This is an optimization exercise on Yosys and OpenROAD, whose aim is small area, a short achievable clock period and few clock cycles per item, not a production implementation.
At most, simulation tests tie the RTL to the original design; equivalence was not proved.

## lagoon
// multiplier_iterative
module multiplier_iterative(
    input clk,
    input logic valid_in,
    input logic[31:0] a,
    input logic[31:0] b,
    output logic valid_out,
    output logic[63:0] r
);
Size in the first run: about 1600 cells after synthesis, ~100 flip-flops, ~130 I/O pins, roughly 15000 um2 of cells after synthesis.
clock: 6.0 ns
lec_check: 0
cap_margin: 20
core_margin: 2
core_utilization: 40
gpl_timing_driven: 0
slew_margin: 20
run.sh (not shown) runs the stock make flow with config.mk's settings and CLKGATE_MAP_FILE= SYNTH_SCRIPT=/design/flow/synth_recipe.tcl, a recipe that flattens the netlist after the stock synthesis.
[inputs] raven vs lagoon
Settings: GPL_TIMING_DRIVEN no longer set, was 0.
[summary]
For worst-margin pin slew, lagoon and raven come out practically identical.
Going from lagoon to raven, final non-filler cell area shrank slightly.
On raven: critical path depth is 1 lower than what lagoon gave.
Wire length of the first global-routing pass, raven and lagoon: lower on raven
[compare] base=lagoon new=raven: proportion of layout cells with a drive suffix above 1 decreased 1.1 points, wire length on met2 decreased 3600 um, setup slack increased 0.28 ns.
The following lists how violet was set up differently from raven:
Settings: SETUP_SLACK_MARGIN now 0.6, previously not set.
Notes after the runs:
Every run (violet and raven) finished clean. Relative to raven, wire length the detailed router placed on met1 increased by 7.8% in violet. raven → violet: maximum frequency went up by 0.93%, count of cells resized by post-cts repair increased 38, worst hold slack went down 0.029 ns. violet gives more worst-case setup margin in the final layout than raven did. violet vs. raven: sequential share of layout area went down by 0.88 points. Diff raven..violet | cell count after placement | negligible. Amount of wire on met3 after detailed routing: violet and raven compared, higher one is raven.
Function was not checked in any run of this note: the RTL went through the layout flow alone.

The RTL this note starts from:
==> flow/design.v <==
module multiplier_iterative(
    input clk,
    input logic valid_in,
    input logic[31:0] a,
    input logic[31:0] b,
    output logic valid_out,
    output logic[63:0] r
);
    logic [31:0] mc;                    
    logic [2:0] n;                      
    wire [3:0] ga = {|a[31:25], |a[31:17], |a[31:9], |a[31:1]};
    wire [3:0] gb = {|b[31:25], |b[31:17], |b[31:9], |b[31:1]};
    wire [3:0] ha = {|a[31:24], |a[31:16], |a[31:8], |a[31:0]};
    wire [3:0] hb = {|b[31:24], |b[31:16], |b[31:8], |b[31:0]};
    wire la = |(ha & ~ga);              
    wire lb = |(hb & ~gb);
    wire swap = |(ga & ~gb);            
    wire [3:0] gm = ga & gb;
    wire [31:0] mp = swap ? b : a;
    wire [31:0] mcs = swap ? a : b;
    wire lm = swap ? lb : la;
    logic [63:0] start;
    always @(*) begin
        if (gm[3])      start = {mp, 32'd0};
        else if (gm[2]) start = {mp[23:0], 40'd0};
        else if (gm[1]) start = {mp[15:0], 48'd0};
        else if (gm[0]) start = {mp[7:0], 56'd0};
        else            start = 64'd0;
        if (lm) start[31:0] = mcs;
    end
    wire [2:0] nm = {1'b0, gm[0]} + {1'b0, gm[1]} + {1'b0, gm[2]} + {1'b0, gm[3]};
    always_ff @(posedge clk) begin
        if (valid_in) begin
            mc <= mcs;
            r <= start;
            n <= nm;
            valid_out <= !gm[0];
        end else if (!valid_out) begin
            r <= (r << 8) + mc * r[63:56];
            n <= n - 1'b1;
            if (n == 3'd1) valid_out <= 1'b1;
        end
    end
endmodule
Settings: LEC_CHECK=0, CAP_MARGIN=20, CORE_MARGIN=2, CORE_UTILIZATION=75, SLEW_MARGIN=20; clock period 6.0 ns.
The first run went through all stages and came out clean.
Then changed:
Settings changed: CORE_UTILIZATION 75 to 40.
Effect:
- The changed run ran to the end with no violations
- setup slack is better by 0.013 ns
- maximum frequency barely changes
- clock skew decreases by 0.0043 ns
- area after synthesis is unchanged
- synthesized cell count is unchanged
- critical path depth decreases by 1
Then changed:
Settings changed: CORE_UTILIZATION 40 to 60.
Wire length shrinks by a few percent.
Final area drops by a few percent.
Register-to-register slack gets better by 0.07 ns.
Synthesized cell count stays the same.
Synthesized area is unchanged.
No run of this note included a check of the RTL's function; only the layout flow was run.

== the baseline ==
Another version of the RTL of multiplier_iterative (not shown whole).
For scale: ~1,600 cells after synthesis, ~0.015 mm2 of cells after synthesis.
Design multiplier_iterative, start of the top module:
module multiplier_iterative(
    input clk,
    input logic valid_in,
    input logic[31:0] a,
    input logic[31:0] b,
    output logic valid_out,
    output logic[63:0] r
);
clock: 6.0 ns
lec_check: 0
cap_margin: 0
core_margin: 2
core_utilization: 40
slew_margin: 0
The baseline finished end to end and its layout was clean on timing, DRC and antenna.
Testbench counts of the baseline, summed over its fixed seeds: cycles 65,401, items 24,000.
diff inputs: the baseline => the candidate
- CAP_MARGIN: 0 -> 20
- SLEW_MARGIN: 0 -> 20
[summary]
As far as overall routed net length goes, the baseline and the candidate are indistinguishable; the numbers are identical. From the baseline to the candidate, number of cells upsized or downsized after cts did not move at all. As far as mean number of vias per cell goes, the candidate and the baseline are indistinguishable; the numbers are identical. The baseline -> the candidate: synthesized area delta 0, exact match. Compared with the baseline, in the candidate setup fix buffers added after clock tree synthesis essentially unchanged, total global-route track usage essentially unchanged.

Another version of the RTL of multiplier_iterative (not shown whole).
Size: ~110 flip-flops.
make LEC_CHECK=0 CAP_MARGIN=20 CORE_MARGIN=2 CORE_UTILIZATION=60 CTS_BUF_LIST='sky130_fd_sc_hd__clkbuf_8 sky130_fd_sc_hd__clkbuf_4' SLEW_MARGIN=20 finish   # period 6.0 ns
The starting point produced a clean layout.
Testbench counts at the start, summed over its fixed seeds: cycles 61,899, items 24,000.
Rerun with:
Settings changed: CTS_BUF_LIST sky130_fd_sc_hd__clkbuf_8 sky130_fd_sc_hd__clkbuf_4 to unset.
=> Utilization went up by 0.41 points. Worst setup slack stays flat.

-- separate check: timing with driven ports --
How much do the figures lean on ideal ports? The routed layouts below were timed once more, with nothing changed but the port constraints. Step 1 assumes that a clkbuf_16 drives the clock port and a buf_2 every other input. Step 2, shift: input delay + t, output delay - t, t = (earliest + latest rising clock arrival at the registers) / 2. This alone moves slack from input paths to output paths. Slacks: no drivers / after step 1 / after step 2; pairs: no drivers / after step 1.
run | shift t [ns] | setup slack, ns | hold slack, ns | worst register clock-pin slew, ns
lagoon | 0.413 | 0.108 / 0.108 / -0.201 | 0.651 / 0.651 / 0.651 | 0.09 / 0.09
raven | 0.418 | 0.385 / 0.385 / 0.026 | 0.645 / 0.645 / 0.645 | 0.08 / 0.08
violet | 0.408 | 0.437 / 0.437 / 0.343 | 0.616 / 0.616 / 0.616 | 0.08 / 0.08
the first run of note 2 | 0.411 | 0.166 / 0.166 / 0.166 | 0.555 / 0.555 / 0.555 | 0.09 / 0.09
the second run of note 2 | 0.417 | 0.179 / 0.179 / 0.179 | 0.587 / 0.587 / 0.587 | 0.08 / 0.08
the third run of note 2 | 0.406 | 0.245 / 0.245 / 0.245 | 0.595 / 0.595 / 0.595 | 0.08 / 0.08
the baseline | 0.416 | 0.130 / 0.130 / 0.130 | 0.610 / 0.610 / 0.610 | 0.08 / 0.08
the candidate | 0.416 | 0.130 / 0.130 / 0.130 | 0.610 / 0.610 / 0.610 | 0.08 / 0.08
the first run of note 4 | 0.427 | 0.539 / 0.539 / 0.539 | 0.499 / 0.499 / 0.499 | 0.11 / 0.11
the second run of note 4 | 0.410 | 0.540 / 0.540 / 0.540 | 0.490 / 0.490 / 0.490 | 0.08 / 0.08
Met with ideal ports but missed after step 2: setup timing in lagoon. The setup slack of raven, which loses most, moves by 0.000 ns with the drivers and by -0.359 ns with both steps.
